What follows belongs to an exercise in optimizing a design on an open flow for small area, a short achievable clock period and few clock cycles; a production flow would make more cautious choices.
Where RTL was checked, it was by simulation tests only, not by an equivalence proof against the original.

==> run P: inputs <==
==> flow/design.v <==
module alu(
    output [15:0] data_out,
    output        valid_out,
    output        cmd_out,
    input  [15:0] data_in,
    input         valid_in,
    input         cmd_in,
    output        amm_read,
    output [7:0]  amm_address,
    input  [7:0]  amm_readdata,
    input         amm_waitrequest,
    input  [1:0]  amm_response,
    input clk,
    input rst_n
    );
	localparam QD = 62;               
	localparam ST_IDLE = 2'd0;
	localparam ST_PAY  = 2'd1;
	localparam ST_RES  = 2'd2;
	localparam [5:0] Q0 = 6'b000001;
	function [5:0] lfsr_fwd(input [5:0] s);
		lfsr_fwd = {s[4:0], s[5] ^ s[4]};
	endfunction
	function [5:0] lfsr_bwd(input [5:0] s);
		lfsr_bwd = {s[0] ^ s[5], s[5:1]};
	endfunction
	function [5:0] lfsr_at(input integer p);
		integer k;
		begin
			lfsr_at = Q0;
			for (k = 0; k < p; k = k + 1)
				lfsr_at = lfsr_fwd(lfsr_at);
		end
	endfunction
	reg [1:0]  st;
	reg [3:0]  opcode;
	reg [5:0]  cnt;                   
	reg        err;
	reg [11:0] acc;
	reg [7:0]  opd_r;                 
	reg [7:0]  rd_r;                  
	reg [3:0]  shamt;                 
	reg        pend_v0;               
	reg        first;                 
	reg        rd_q;                  
	reg [7:0]  addr_q;                
	reg [7:0]  addr_h;                
	reg [7:0]  stg;                   
	reg        stg_v;
	reg [8*QD-1:0] qv;                
	reg [5:0]  qidx;                  
	reg        qempty;
	reg        vo_q, co_q;
	reg [11:0] do_q;
	wire op_add   = (opcode == 4'd0);
	wire op_and   = (opcode == 4'd1);
	wire op_or    = (opcode == 4'd2);
	wire op_xor   = (opcode == 4'd3);
	wire op_shr   = (opcode == 4'd8);
	wire op_shl   = (opcode == 4'd9);
	wire op_shift = op_shr | op_shl;
	wire op_inv   = op_and | (opcode == 4'd4) | (opcode == 4'd7);
	wire [3:0] h_op = data_in[11:8];
	wire [5:0] h_n  = data_in[5:0];
	wire h_err = (cnt == 6'd0) ||
	             (opcode >= 4'd4 && opcode <= 4'd7 && cnt != 6'd1) ||
	             (opcode >= 4'd8 && opcode <= 4'd9 && cnt != 6'd2) ||
	             (opcode > 4'd9);
	wire bad_hdr = first & h_err;
	reg [11:0] h_init;
	always @(*) begin
		case (h_op)
		4'd5, 4'd7: h_init = 12'd1;       
		4'd6:       h_init = 12'd255;     
		default:    h_init = 12'd0;
		endcase
	end
	wire idle = (st == ST_IDLE);
	wire pay  = (st == ST_PAY);
	wire res  = (st == ST_RES);
	wire hdr  = idle & valid_in & cmd_in;
	wire beat = pay & valid_in & ~bad_hdr;
	wire ind  = (data_in[9:8] == 2'b01);
	wire beat_ind = beat & ind;
	wire beat_dir = beat & ~ind;
	wire rd_free = ~rd_q | ~amm_waitrequest;
	wire rd_done = rd_q & ~amm_waitrequest;
	wire memerr  = rd_done & (amm_response != 2'b00);
	wire push     = stg_v & ~(rd_free & qempty);
	wire pop      = rd_free & ~qempty;
	reg [8*64-1:0] qperm;
	integer p;
	always @(*) begin
		qperm = {8*64{1'b0}};
		for (p = 0; p < QD; p = p + 1)
			qperm[lfsr_at(p)*8 +: 8] = qv[p*8 +: 8];
	end
	wire [7:0] q_head = qperm[qidx*8 +: 8];
	wire       qidx_0   = (qidx == Q0);
	wire [5:0] qidx_f   = (qempty | stg_v | qidx_0) ? qidx : lfsr_bwd(qidx);
	wire       qempty_f = qempty | (~stg_v & qidx_0);
	wire [5:0] qidx_b   = (stg_v & ~qempty) ? lfsr_fwd(qidx) : qidx;
	wire       qempty_b = qempty & ~stg_v;
	wire dir_sh = op_shift & (cnt == 6'd1);
	wire rd_sh  = op_shift & ~pend_v0;
	wire q_idle  = pay & qempty & ~stg_v & ~bad_hdr;
	wire fin_a   = q_idle & (cnt == 6'd0);
	wire fin_b   = q_idle & (cnt == 6'd1);
	wire fin_go  = (pay & (memerr | bad_hdr)) |
	               (rd_free & (fin_a | (fin_b & valid_in & ~ind)));
	wire hdr_go  = fin_go;
	wire [11:0] f_sum = acc + {4'd0, opd_r} + {4'd0, rd_r};
	wire [7:0]  f_or  = acc[7:0] | opd_r | rd_r;
	wire [7:0]  f_xor = acc[7:0] ^ opd_r ^ rd_r;
	wire        or_fold = op_and | op_or | op_shift;
	wire [11:0] fold  = or_fold ? {4'd0, f_or} :
	                    op_xor  ? {4'd0, f_xor} : f_sum;
	function [7:0] rev8(input [7:0] x);
		integer i;
		for (i = 0; i < 8; i = i + 1)
			rev8[i] = x[7-i];
	endfunction
	wire [7:0] sh_in  = op_shl ? rev8(f_or) : f_or;
	wire [7:0] sh_r   = shamt[3] ? 8'd0 : (sh_in >> shamt[2:0]);
	wire [7:0] sh_out = op_shl ? rev8(sh_r) : sh_r;
	wire [11:0] R  = op_add ? f_sum :
	                 op_shift ? {4'd0, sh_out} :
	                 op_and ? {4'd0, ~f_or} :
	                 op_or  ? {4'd0, f_or} :
	                 op_xor ? {4'd0, f_xor} : {4'd0, f_sum[7:0]};
	wire [7:0] addr_n   = ~qempty ? q_head : stg_v ? stg : data_in[7:0];
	wire       rd_start = ~qempty | stg_v | beat_ind;
	always @(posedge clk) begin
		opd_r <= (beat_dir & ~dir_sh) ? (op_inv ? ~data_in[7:0] : data_in[7:0]) : 8'd0;
		rd_r  <= (rd_done & ~rd_sh) ? (op_inv ? ~amm_readdata : amm_readdata) : 8'd0;
		stg   <= data_in[7:0];
		do_q  <= res ? (err ? 12'hBAD : R) :
		         {7'd0, memerr | bad_hdr, opcode};
		addr_q <= rd_free ? addr_n : addr_h;
		if (rd_free & rd_start)
			addr_h <= addr_n;
		if (beat_dir & dir_sh)
			shamt <= {|data_in[7:3], data_in[2:0]};
		else if (rd_done & rd_sh)
			shamt <= {|amm_readdata[7:3], amm_readdata[2:0]};
		if (stg_v)
			qv <= {qv[8*QD-9:0], stg};
		if (!rst_n) begin
			st      <= ST_IDLE;
			opcode  <= 4'd0;
			cnt     <= 6'd0;
			err     <= 1'b0;
			acc     <= 12'd0;
			pend_v0 <= 1'b0;
			first   <= 1'b0;
			rd_q    <= 1'b0;
			stg_v   <= 1'b0;
			qidx    <= Q0;
			qempty  <= 1'b1;
			vo_q    <= 1'b0;
			co_q    <= 1'b0;
		end
		else begin
			vo_q <= hdr_go | res;
			co_q <= hdr_go;
			acc  <= hdr ? h_init : fold;
			first <= hdr;
			if (hdr) begin
				opcode <= h_op;
				cnt    <= h_n;
			end
			else if (beat)
				cnt <= cnt - 6'd1;
			if (fin_go)
				err <= memerr | bad_hdr;
			if (hdr)
				pend_v0 <= 1'b0;
			else if (beat_ind & (cnt == 6'd2))
				pend_v0 <= 1'b1;
			else if (rd_done)
				pend_v0 <= 1'b0;
			case (st)
			ST_IDLE: if (hdr) st <= ST_PAY;
			ST_PAY:  if (fin_go) st <= ST_RES;
			default: st <= ST_IDLE;
			endcase
			if (memerr) begin
				rd_q   <= 1'b0;
				stg_v  <= 1'b0;
				qidx   <= Q0;
				qempty <= 1'b1;
			end
			else begin
				rd_q   <= rd_free ? rd_start : 1'b1;
				stg_v  <= beat_ind & ~(rd_free & qempty & ~stg_v);
				qidx   <= rd_free ? qidx_f : qidx_b;
				qempty <= rd_free ? qempty_f : qempty_b;
			end
		end
	end
	assign data_out    = {4'd0, do_q};
	assign valid_out   = vo_q;
	assign cmd_out     = co_q;
	assign amm_read    = rd_q;
	assign amm_address = addr_q;
endmodule
==> flow/flow/run.sh <==
#!/bin/bash
set -euo pipefail
bash standard.sh finish SETUP_SLACK_MARGIN=8 > standard_flow.log 2>&1
==> flow/standard.sh <==
#!/bin/bash
# synth_recipe.tcl (not shown) runs the flow's synth.tcl, then flattens the netlist and writes it again
# the make line also repeats each setting of config.mk as NAME=value (left out here)
make -C /OpenROAD-flow-scripts/flow DESIGN_CONFIG=/design/flow/config.mk WORK_HOME=/design/flow/orfs CLKGATE_MAP_FILE= SYNTH_SCRIPT=/design/flow/synth_recipe.tcl "${@:-finish}"
==> flow/config.mk <==
export PLATFORM = sky130hd
export DESIGN_NAME = alu
export DESIGN_NICKNAME = alu
export VERILOG_FILES = /design/flow/design.v
export SDC_FILE = /design/flow/constraint.sdc
export NUM_CORES = 4
export LEC_CHECK = 0
export CAP_MARGIN = 20
export CORE_MARGIN = 2
export CORE_UTILIZATION = 70
export CTS_CLUSTER_DIAMETER = 100
export CTS_CLUSTER_SIZE = 25
export SLEW_MARGIN = 20
==> flow/constraint.sdc <==
create_clock -name core_clock -period 11.0 [get_ports {clk}]
set_input_delay 2.2000 -clock core_clock [delete_from_list [all_inputs] [get_ports {clk}]]
set_output_delay 2.2000 -clock core_clock [all_outputs]
set_load 0.01 [all_outputs]
==> run A: changes against run P <==
==> flow/design.v (replaced) <==
module alu(
    output [15:0] data_out,
    output        valid_out,
    output        cmd_out,
    input  [15:0] data_in,
    input         valid_in,
    input         cmd_in,
    output        amm_read,
    output [7:0]  amm_address,
    input  [7:0]  amm_readdata,
    input         amm_waitrequest,
    input  [1:0]  amm_response,
    input clk,
    input rst_n
    );
	localparam QD = 61;               
	localparam ST_IDLE = 2'd0;
	localparam ST_PAY  = 2'd1;
	localparam ST_RES  = 2'd2;
	reg [1:0]  st;
	reg [3:0]  opcode;
	reg [5:0]  cnt;                   
	reg        err;
	reg [11:0] acc;
	reg [7:0]  opd_r;                 
	reg [7:0]  rd_r;                  
	reg [3:0]  shamt;                 
	reg        pend_v0;               
	reg        rd_q;                  
	reg [7:0]  addr_q;                
	reg [7:0]  stg;                   
	reg        stg_v;
	reg [8*QD-1:0] qv;                
	reg [5:0]  qidx;                  
	reg        qempty;
	reg        vo_q, co_q;
	reg [11:0] do_q;
	wire op_and   = (opcode == 4'd1);
	wire op_or    = (opcode == 4'd2);
	wire op_xor   = (opcode == 4'd3);
	wire op_shr   = (opcode == 4'd8);
	wire op_shl   = (opcode == 4'd9);
	wire op_shift = op_shr | op_shl;
	wire op_inv   = op_and | (opcode == 4'd4) | (opcode == 4'd7);
	wire [3:0] h_op = data_in[11:8];
	wire [5:0] h_n  = data_in[5:0];
	wire h_err = (h_n == 6'd0) ||
	             (h_op >= 4'd4 && h_op <= 4'd7 && h_n != 6'd1) ||
	             (h_op >= 4'd8 && h_op <= 4'd9 && h_n != 6'd2) ||
	             (h_op > 4'd9);
	reg [11:0] h_init;
	always @(*) begin
		case (h_op)
		4'd5, 4'd7: h_init = 12'd1;       
		4'd6:       h_init = 12'd255;     
		default:    h_init = 12'd0;
		endcase
	end
	wire idle = (st == ST_IDLE);
	wire pay  = (st == ST_PAY);
	wire res  = (st == ST_RES);
	wire hdr  = idle & valid_in & cmd_in;
	wire beat = pay & valid_in;
	wire ind  = (data_in[9:8] == 2'b01);
	wire beat_ind = beat & ind;
	wire beat_dir = beat & ~ind;
	wire rd_free = ~rd_q | ~amm_waitrequest;
	wire rd_done = rd_q & ~amm_waitrequest;
	wire memerr  = rd_done & (amm_response != 2'b00);
	wire take_q   = rd_free & ~qempty;
	wire take_stg = rd_free & qempty & stg_v;
	wire take_in  = rd_free & qempty & ~stg_v & beat_ind;
	wire push     = stg_v & ~take_stg;
	wire pop      = take_q;
	wire [7:0] q_head = qv[qidx*8 +: 8];
	wire dir_sh = op_shift & (cnt == 6'd1);
	wire rd_sh  = op_shift & ~pend_v0;
	wire beats_done = (cnt == 6'd0) | ((cnt == 6'd1) & valid_in);
	wire reads_done = rd_free & qempty & ~stg_v & ~beat_ind;
	wire fin_go     = pay & (memerr | (beats_done & reads_done));
	wire hdr_go     = (hdr & h_err) | fin_go;
	wire [11:0] f_sum = acc + {4'd0, opd_r} + {4'd0, rd_r};
	wire [7:0]  f_or  = acc[7:0] | opd_r | rd_r;
	wire [7:0]  f_xor = acc[7:0] ^ opd_r ^ rd_r;
	wire [11:0] fold  = (op_and | op_or) ? {4'd0, f_or} :
	                    op_xor           ? {4'd0, f_xor} : f_sum;
	wire [7:0] b8  = op_and ? ~fold[7:0] : fold[7:0];
	wire [7:0] shr = shamt[3] ? 8'd0 : (fold[7:0] >> shamt[2:0]);
	wire [7:0] shl = shamt[3] ? 8'd0 : (fold[7:0] << shamt[2:0]);
	wire [11:0] R  = (opcode == 4'd0) ? fold :
	                 op_shr ? {4'd0, shr} :
	                 op_shl ? {4'd0, shl} : {4'd0, b8};
	always @(posedge clk) begin
		opd_r <= (beat_dir & ~dir_sh) ? (op_inv ? ~data_in[7:0] : data_in[7:0]) : 8'd0;
		rd_r  <= (rd_done & ~rd_sh) ? (op_inv ? ~amm_readdata : amm_readdata) : 8'd0;
		stg   <= data_in[7:0];
		do_q  <= res ? (err ? 12'hBAD : R) :
		         {7'd0, hdr ? h_err : memerr, hdr ? h_op : opcode};
		if (beat_dir & dir_sh)
			shamt <= {|data_in[7:3], data_in[2:0]};
		else if (rd_done & rd_sh)
			shamt <= {|amm_readdata[7:3], amm_readdata[2:0]};
		if (rd_free)
			addr_q <= ~qempty ? q_head : stg_v ? stg : data_in[7:0];
		if (stg_v)
			qv <= {qv[8*QD-9:0], stg};
		if (!rst_n) begin
			st      <= ST_IDLE;
			opcode  <= 4'd0;
			cnt     <= 6'd0;
			err     <= 1'b0;
			acc     <= 12'd0;
			pend_v0 <= 1'b0;
			rd_q    <= 1'b0;
			stg_v   <= 1'b0;
			qidx    <= 6'd0;
			qempty  <= 1'b1;
			vo_q    <= 1'b0;
			co_q    <= 1'b0;
		end
		else begin
			vo_q <= hdr_go | res;
			co_q <= hdr_go;
			acc  <= hdr ? h_init : fold;
			if (hdr) begin
				opcode <= h_op;
				cnt    <= h_n;
				err    <= h_err;
			end
			else if (beat)
				cnt <= cnt - 6'd1;
			if (fin_go)
				err <= memerr;
			if (hdr)
				pend_v0 <= 1'b0;
			else if (beat_ind & (cnt == 6'd2))
				pend_v0 <= 1'b1;
			else if (rd_done)
				pend_v0 <= 1'b0;
			case (st)
			ST_IDLE: if (hdr) st <= h_err ? ST_RES : ST_PAY;
			ST_PAY:  if (fin_go) st <= ST_RES;
			default: st <= ST_IDLE;
			endcase
			if (memerr) begin
				rd_q   <= 1'b0;
				stg_v  <= 1'b0;
				qidx   <= 6'd0;
				qempty <= 1'b1;
			end
			else begin
				if (rd_free)
					rd_q <= take_q | take_stg | take_in;
				stg_v <= beat_ind & ~take_in;
				if (push & ~pop) begin
					if (!qempty)
						qidx <= qidx + 6'd1;
					qempty <= 1'b0;
				end
				else if (pop & ~push) begin
					if (qidx == 6'd0)
						qempty <= 1'b1;
					else
						qidx <= qidx - 6'd1;
				end
			end
		end
	end
	assign data_out    = {4'd0, do_q};
	assign valid_out   = vo_q;
	assign cmd_out     = co_q;
	assign amm_read    = rd_q;
	assign amm_address = addr_q;
endmodule
==> flow/run.sh (new file) <==
#!/bin/bash
# synth_recipe.tcl (not shown) runs the flow's synth.tcl, then flattens the netlist and writes it again
# the make line also repeats each setting of config.mk as NAME=value (left out here)
make -C /OpenROAD-flow-scripts/flow DESIGN_CONFIG=/design/flow/config.mk WORK_HOME=/design/flow/orfs CLKGATE_MAP_FILE= SYNTH_SCRIPT=/design/flow/synth_recipe.tcl finish
CORE_UTILIZATION = 40   (was 70)
CTS_CLUSTER_DIAMETER = unset   (was 100)
CTS_CLUSTER_SIZE = unset   (was 25)
SETUP_SLACK_MARGIN = 5   (was unset)
removed: flow/flow/run.sh
removed: flow/standard.sh
==> run D: changes against run P <==
--- a/flow/design.v
+++ b/flow/design.v
@@ -115,16 +115,11 @@
 	wire        or_fold = op_and | op_or | op_shift;
 	wire [11:0] fold  = or_fold ? {4'd0, f_or} :
 	                    op_xor  ? {4'd0, f_xor} : f_sum;
-	function [7:0] rev8(input [7:0] x);
-		integer i;
-		for (i = 0; i < 8; i = i + 1)
-			rev8[i] = x[7-i];
-	endfunction
-	wire [7:0] sh_in  = op_shl ? rev8(f_or) : f_or;
-	wire [7:0] sh_r   = shamt[3] ? 8'd0 : (sh_in >> shamt[2:0]);
-	wire [7:0] sh_out = op_shl ? rev8(sh_r) : sh_r;
+	wire [7:0] shr = shamt[3] ? 8'd0 : (f_or >> shamt[2:0]);
+	wire [7:0] shl = shamt[3] ? 8'd0 : (f_or << shamt[2:0]);
 	wire [11:0] R  = op_add ? f_sum :
-	                 op_shift ? {4'd0, sh_out} :
+	                 op_shr ? {4'd0, shr} :
+	                 op_shl ? {4'd0, shl} :
 	                 op_and ? {4'd0, ~f_or} :
 	                 op_or  ? {4'd0, f_or} :
 	                 op_xor ? {4'd0, f_xor} : {4'd0, f_sum[7:0]};
CORE_UTILIZATION = 40   (was 70)
==> impl_metrics.prom <==
# TYPE chip_impl_metric gauge
chip_impl_metric{name="fin_worst_skew",unit="ns"} 0.0178
chip_impl_metric{name="n_tap_cell",unit=""} 773
chip_impl_metric{name="clkSinkCount",unit=""} 573
chip_impl_metric{name="synth-compound-area-share",unit="%"} 5.21
chip_impl_metric{name="worst_ep_required_time",unit="ns"} 11.53
chip_impl_metric{name="max_stage_delay_on_crit_path",unit="ns"} 0.43
chip_impl_metric{name="finish.net_count",unit=""} 1462
chip_impl_info{name="run_status",value="timing/DRC/antenna clean"} 1
chip_impl_metric{name="multi_input_area_share",unit="%"} 25.4
(the above is from run A)
==> impl_metrics.prom <==
# TYPE chip_impl_metric gauge
chip_impl_info{name="run_status",value="timing/DRC/antenna clean"} 1
chip_impl_metric{name="n_tap_cell",unit=""} 790
chip_impl_metric{name="worst_ep_required_time",unit="ns"} 8.80
chip_impl_metric{name="fin_worst_skew",unit="ns"} 0.0432
(the above is from run D)
==> impl_metrics.prom <==
# TYPE chip_impl_metric gauge
chip_impl_info{name="run_status",value="timing/DRC/antenna clean"} 1
chip_impl_metric{name="multi_input_area_share",unit="%"} 27.2
chip_impl_metric{name="clkSinkCount",unit=""} 590
chip_impl_metric{name="fin_worst_skew",unit="ns"} 0.0324
chip_impl_metric{name="max_stage_delay_on_crit_path",unit="ns"} 0.37
chip_impl_metric{name="finish.net_count",unit=""} 1548
chip_impl_metric{name="n_tap_cell",unit=""} 455
chip_impl_metric{name="synth-compound-area-share",unit="%"} 6.56
chip_impl_metric{name="worst_ep_required_time",unit="ns"} 8.80
(the above is from run P)
Testbench counts of run P, summed over its fixed seeds: cycles 7,084.
Testbench counts of run D, summed over its fixed seeds: cycles 7,084.
For run A, only the layout was checked, not whether the RTL still works.

re-timing with driven ports:
Ports are ideal in the flow. The routed layouts listed here were re-timed in OpenROAD. Step 1 (the two cells are an assumption about what drives the block):
set clk [get_ports {clk}]
set_driving_cell -lib_cell sky130_fd_sc_hd__clkbuf_16 $clk
set_driving_cell -lib_cell sky130_fd_sc_hd__buf_2 [delete_from_list [all_inputs] $clk]
Step 2 moves the port delays by t, midway between the first and last clock arrival at a register: inputs arrive t later, outputs are due t later. That takes back most of the time a late clock gives input paths. a / b / c = ideal / step 1 / step 2; a / b = the first two.
run | t (ns) | setup slack, ns | hold slack, ns | latest minus earliest clock arrival (ns)
run P | 0.635 | 7.711 / 7.654 / 7.386 | 0.439 / 0.439 / 0.439 | 0.038 / 0.038
run A | 0.655 | 6.294 / 6.312 / 5.657 | 0.432 / 0.432 / 0.432 | 0.019 / 0.019
run D | 0.661 | 7.678 / 7.622 / 7.315 | 0.439 / 0.439 / 0.439 | 0.049 / 0.049
After both steps setup and hold are still met in every run listed. For run A, which loses most, drivers alone change the setup slack by +0.018 ns; drivers and shift together by -0.637 ns.
